Background: an optimization exercise with open tools, aiming at small area, a short achievable clock period and few clock cycles. Do not read the settings as production practice. The RTL was checked by simulation tests, not by an equivalence proof against the original design.

==> module QuickDivider, before the edit <==
module QuickDivider(
    input logic clk,
    input logic req,               
    input logic busy,              
    input BasicTypes::DataPath dividend,
    input BasicTypes::DataPath divisor,
    input logic isSigned,
    output logic doneAtReq,        
    output logic doneNext,         
    output BasicTypes::DataPath quotient,
    output BasicTypes::DataPath remainder
);
    localparam SHIFT_WIDTH = $clog2(DATA_WIDTH) + 1;    
    function automatic BasicTypes::DataPath LeadingOne(
        input BasicTypes::DataPath value
    );
        BasicTypes::DataPath smear;
        smear = value;
        for (int l = 1; l < DATA_WIDTH; l = l * 2) begin
            smear = smear | (smear >> l);
        end
        LeadingOne = smear & ~(smear >> 1);
    endfunction
    function automatic logic [$clog2(DATA_WIDTH)-1:0] Encode(
        input BasicTypes::DataPath oneHot
    );
        for (int j = 0; j < $clog2(DATA_WIDTH); j++) begin
            BasicTypes::DataPath mask;
            for (int i = 0; i < DATA_WIDTH; i++) begin
                mask[i] = (i >> j) & 1;
            end
            Encode[j] = |(oneHot & mask);
        end
    endfunction
    function automatic logic LowOnes(
        input BasicTypes::DataPath value
    );
        LowOnes = !(|(value[DATA_WIDTH-1:1] & ~value[DATA_WIDTH-2:0]));
    endfunction
    BasicTypes::DataPath regR, regQ, regD;
    logic [SHIFT_WIDTH-2:0] regHalfShift;   
    logic [SHIFT_WIDTH-2:0] regCount;      
    logic regFirst;                        
    logic signA, signB;
    BasicTypes::DataPath onesA, onesB;     
    BasicTypes::DataPath absA, absB;
    logic divisorIsZero, lessThan, lessEqual, nextTo, dividendIsSmaller;
    BasicTypes::DataPath diffBits;
    BasicTypes::DataPath leadA, leadB;
    logic [$clog2(DATA_WIDTH)-1:0] posA, posB;
    logic [SHIFT_WIDTH-2:0] halfShift;
    logic [DATA_WIDTH:0] shiftedD;         
    logic [DATA_WIDTH:0] shiftedFine;
    BasicTypes::DataPath alignedD;
    logic [DATA_WIDTH:0] diff1;
    BasicTypes::DataPath diffA;
    logic [DATA_WIDTH+2:0] diffB;
    logic [DATA_WIDTH+2:0] csaX, csaY, csaZ, csaS, csaC;
    logic carry1, carryA;
    logic ge1, ge2, geB;
    BasicTypes::DataPath r2;
    PrefixAdder #(.WIDTH(DATA_WIDTH+1)) sub1 (
        .a({1'b0, regR}),
        .b(~{alignedD, 1'b0}),
        .cin(1'b1),
        .sum(diff1),
        .cout(carry1),
        .gAll(),
        .pAll()
    );
    PrefixAdder #(.WIDTH(DATA_WIDTH)) subA (
        .a(regR),
        .b(~alignedD),
        .cin(1'b1),
        .sum(diffA),
        .cout(carryA),
        .gAll(),
        .pAll()
    );
    always_comb begin
        csaX = {3'b0, regR};
        csaY = ~{3'b0, alignedD};
        csaZ = ~{2'b0, alignedD, 1'b0};
        csaS = csaX ^ csaY ^ csaZ;
        csaC = {(csaX[DATA_WIDTH+1:0] & csaY[DATA_WIDTH+1:0]) |
                (csaX[DATA_WIDTH+1:0] & csaZ[DATA_WIDTH+1:0]) |
                (csaY[DATA_WIDTH+1:0] & csaZ[DATA_WIDTH+1:0]), 1'b1};
    end
    PrefixAdder #(.WIDTH(DATA_WIDTH+3)) subB (
        .a(csaS),
        .b(csaC),
        .cin(1'b1),
        .sum(diffB),
        .cout(),
        .gAll(),
        .pAll()
    );
    logic cmpG, cmpP;
    PrefixAdder #(.WIDTH(DATA_WIDTH)) cmp (
        .a(onesA),
        .b(~onesB),
        .cin(1'b0),
        .sum(),
        .cout(),
        .gAll(cmpG),
        .pAll(cmpP)
    );
    always_comb begin
        signA = isSigned && dividend[DATA_WIDTH-1];
        signB = isSigned && divisor[DATA_WIDTH-1];
        onesA = signA ? ~dividend : dividend;
        onesB = signB ? ~divisor : divisor;
        absA = onesA + {{(DATA_WIDTH-1){1'b0}}, signA};
        absB = onesB + {{(DATA_WIDTH-1){1'b0}}, signB};
        divisorIsZero = (divisor == '0);
        lessThan = !(cmpG || cmpP);
        lessEqual = !cmpG;
        diffBits = onesA ^ onesB;
        nextTo = LowOnes(diffBits) && (diffBits != '0) &&
                 ((onesB & diffBits) == (diffBits & ~(diffBits >> 1)));
        if (signA == signB) begin
            dividendIsSmaller = lessThan;
        end
        else if (signB) begin
            dividendIsSmaller = lessEqual;
        end
        else begin
            dividendIsSmaller = lessThan && !nextTo;
        end
        doneAtReq = divisorIsZero || dividendIsSmaller;
        leadA = LeadingOne(onesA);
        leadB = LeadingOne(onesB);
        if (signA && LowOnes(onesA)) begin
            leadA = {leadA[DATA_WIDTH-2:0], onesA == '0};
        end
        if (signB && LowOnes(onesB)) begin
            leadB = {leadB[DATA_WIDTH-2:0], onesB == '0};
        end
        posA = Encode(leadA);
        posB = Encode(leadB);
        halfShift = {1'b0, posA[$clog2(DATA_WIDTH)-1:1]} - {1'b0, posB[$clog2(DATA_WIDTH)-1:1]} -
                    {{($clog2(DATA_WIDTH)-1){1'b0}}, !posA[0] && posB[0]};
        shiftedFine = '0;
        for (int v = 0; v < 4; v++) begin
            if (regHalfShift[1:0] == v) begin
                shiftedFine = shiftedFine | ({1'b0, regD} << (2*v));
            end
        end
        shiftedD = '0;
        for (int u = 0; u <= (DATA_WIDTH / 8); u++) begin
            if (regHalfShift[SHIFT_WIDTH-2:2] == u) begin
                shiftedD = shiftedD | (shiftedFine << (8*u));
            end
        end
        alignedD = shiftedD[DATA_WIDTH-1:0];
        ge1 = carry1;                        
        geB = !diffB[DATA_WIDTH+2];          
        ge2 = ge1 ? geB : carryA;
        if (ge1) begin
            r2 = geB ? diffB[DATA_WIDTH-1:0] : diff1[DATA_WIDTH-1:0];
        end
        else begin
            r2 = carryA ? diffA : regR;
        end
        doneNext = regFirst ? (regHalfShift == '0) : (regCount == 1);
        quotient = regQ;
        remainder = regR;
    end
    always_ff @(posedge clk) begin
        if (req) begin
            regR <= absA;
            regQ <= divisorIsZero ? '1 : '0;
        end
        else if (busy) begin
            regR <= r2;
            regQ <= {regQ[DATA_WIDTH-3:0], ge1, ge2};
        end
    end
    always_ff @(posedge clk) begin
        regFirst <= req;
        if (req) begin
            regD <= absB;
            regHalfShift <= halfShift;
        end
        else begin
            regD <= {2'b0, shiftedD[DATA_WIDTH-1:2]};
            regHalfShift <= '0;
        end
        regCount <= regFirst ? regHalfShift : regCount - 1;
    end
endmodule : QuickDivider
Settings: LEC_CHECK=0, ABC_AREA=1, CAP_MARGIN=20, CORE_MARGIN=2, CORE_UTILIZATION=40, SETUP_SLACK_MARGIN=4.8, SLEW_MARGIN=20, TNS_END_PERCENT=20; clock period 10.0 ns.
run.sh (not shown) runs the stock make flow with config.mk's settings and CLKGATE_MAP_FILE= SYNTH_SCRIPT=/design/flow/synth_recipe.tcl, a recipe that flattens the netlist after the stock synthesis.
Testbench counts at the start, summed over its fixed seeds: cycles 9,452.
Next try:
--- a/flow/design.v
+++ b/flow/design.v
@@ -1398,30 +1398,26 @@
     output logic doneNext,         
     output BasicTypes::DataPath quotient,
     output BasicTypes::DataPath remainder
 );
     localparam SHIFT_WIDTH = $clog2(DATA_WIDTH) + 1;    
-    function automatic BasicTypes::DataPath LeadingOne(
+    localparam POS_WIDTH = $clog2(DATA_WIDTH);
+    function automatic logic [POS_WIDTH-1:0] MsbPosition(
         input BasicTypes::DataPath value
     );
-        BasicTypes::DataPath smear;
-        smear = value;
-        for (int l = 1; l < DATA_WIDTH; l = l * 2) begin
-            smear = smear | (smear >> l);
-        end
-        LeadingOne = smear & ~(smear >> 1);
-    endfunction
-    function automatic logic [$clog2(DATA_WIDTH)-1:0] Encode(
-        input BasicTypes::DataPath oneHot
-    );
-        for (int j = 0; j < $clog2(DATA_WIDTH); j++) begin
-            BasicTypes::DataPath mask;
-            for (int i = 0; i < DATA_WIDTH; i++) begin
-                mask[i] = (i >> j) & 1;
+        logic [DATA_WIDTH-1:0] any;
+        logic [DATA_WIDTH-1:0][POS_WIDTH-1:0] pos;
+        any = value;
+        pos = '0;
+        for (int l = 0; l < POS_WIDTH; l++) begin
+            for (int k = 0; k < (DATA_WIDTH >> (l+1)); k++) begin
+                pos[k] = any[2*k+1] ? pos[2*k+1] : pos[2*k];
+                pos[k][l] = any[2*k+1];
+                any[k] = any[2*k+1] | any[2*k];
             end
-            Encode[j] = |(oneHot & mask);
         end
+        MsbPosition = pos[0];
     endfunction
     function automatic logic LowOnes(
         input BasicTypes::DataPath value
     );
         LowOnes = !(|(value[DATA_WIDTH-1:1] & ~value[DATA_WIDTH-2:0]));
@@ -1433,12 +1429,13 @@
     logic signA, signB;
     BasicTypes::DataPath onesA, onesB;     
     BasicTypes::DataPath absA, absB;
     logic divisorIsZero, lessThan, lessEqual, nextTo, dividendIsSmaller;
     BasicTypes::DataPath diffBits;
-    BasicTypes::DataPath leadA, leadB;
-    logic [$clog2(DATA_WIDTH)-1:0] posA, posB;
+    logic [POS_WIDTH-1:0] posA, posB;
+    logic upA, upB;
+    logic [POS_WIDTH:0] distance;
     logic [SHIFT_WIDTH-2:0] halfShift;
     logic [DATA_WIDTH:0] shiftedD;         
     logic [DATA_WIDTH:0] shiftedFine;
     BasicTypes::DataPath alignedD;
     logic [DATA_WIDTH:0] diff1;
@@ -1515,22 +1512,16 @@
         end
         else begin
             dividendIsSmaller = lessThan && !nextTo;
         end
         doneAtReq = divisorIsZero || dividendIsSmaller;
-        leadA = LeadingOne(onesA);
-        leadB = LeadingOne(onesB);
-        if (signA && LowOnes(onesA)) begin
-            leadA = {leadA[DATA_WIDTH-2:0], onesA == '0};
-        end
-        if (signB && LowOnes(onesB)) begin
-            leadB = {leadB[DATA_WIDTH-2:0], onesB == '0};
-        end
-        posA = Encode(leadA);
-        posB = Encode(leadB);
-        halfShift = {1'b0, posA[$clog2(DATA_WIDTH)-1:1]} - {1'b0, posB[$clog2(DATA_WIDTH)-1:1]} -
-                    {{($clog2(DATA_WIDTH)-1){1'b0}}, !posA[0] && posB[0]};
+        posA = MsbPosition(onesA);
+        posB = MsbPosition(onesB);
+        upA = signA && LowOnes(onesA) && (onesA != '0);
+        upB = signB && LowOnes(onesB) && (onesB != '0);
+        distance = {1'b0, posA} + {1'b0, ~posB} + {{POS_WIDTH{1'b0}}, upA} + {{POS_WIDTH{1'b0}}, !upB};
+        halfShift = {1'b0, distance[POS_WIDTH-1:1]};
         shiftedFine = '0;
         for (int v = 0; v < 4; v++) begin
             if (regHalfShift[1:0] == v) begin
                 shiftedFine = shiftedFine | ({1'b0, regD} << (2*v));
             end
Outcome: Count of clock-buffer cells in the layout decreases by 3. Core utilization decreases by 0.48 points. Setup slack is better by 7.3 ps. Via count decreases by 6.4%. Global-route usage increases by 0.43 points. Flip-flop and latch count decreases by 1.
Testbench counts after the change, summed over its fixed seeds: cycles 9,452.

-- re-timing with driven ports --
The results above use ideal ports. As a check the final layouts listed here were re-extracted and re-timed, cells and wires unchanged. Step 1: set_driving_cell puts a clkbuf_16 on clk and a buf_2 on each other input, an assumption about the parent block. Step 2 moves the port delays by t, midway between the first and last clock arrival at a register: inputs arrive t later, outputs are due t later. That takes back most of the time a late clock gives input paths. Three values: ideal ports, drivers, drivers and shift; two values: the first two.
| run | shift t [ns] | setup slack, ns | worst hold slack (ns) | worst setup path after step 2 | clock arrival spread, ns |
|---|---|---|---|---|---|
| the first run | 0.675 | 4.564 / 4.514 / 3.926 | 0.511 / 0.511 / 0.511 | input to register | 0.033 / 0.033 |
| the second run | 0.669 | 4.571 / 4.561 / 3.986 | 0.536 / 0.536 / 0.536 | input to register | 0.043 / 0.043 |
After both steps setup and hold are still met in every run listed. The setup slack of the first run, which loses most, moves by -0.050 ns with the drivers and by -0.638 ns with both steps.
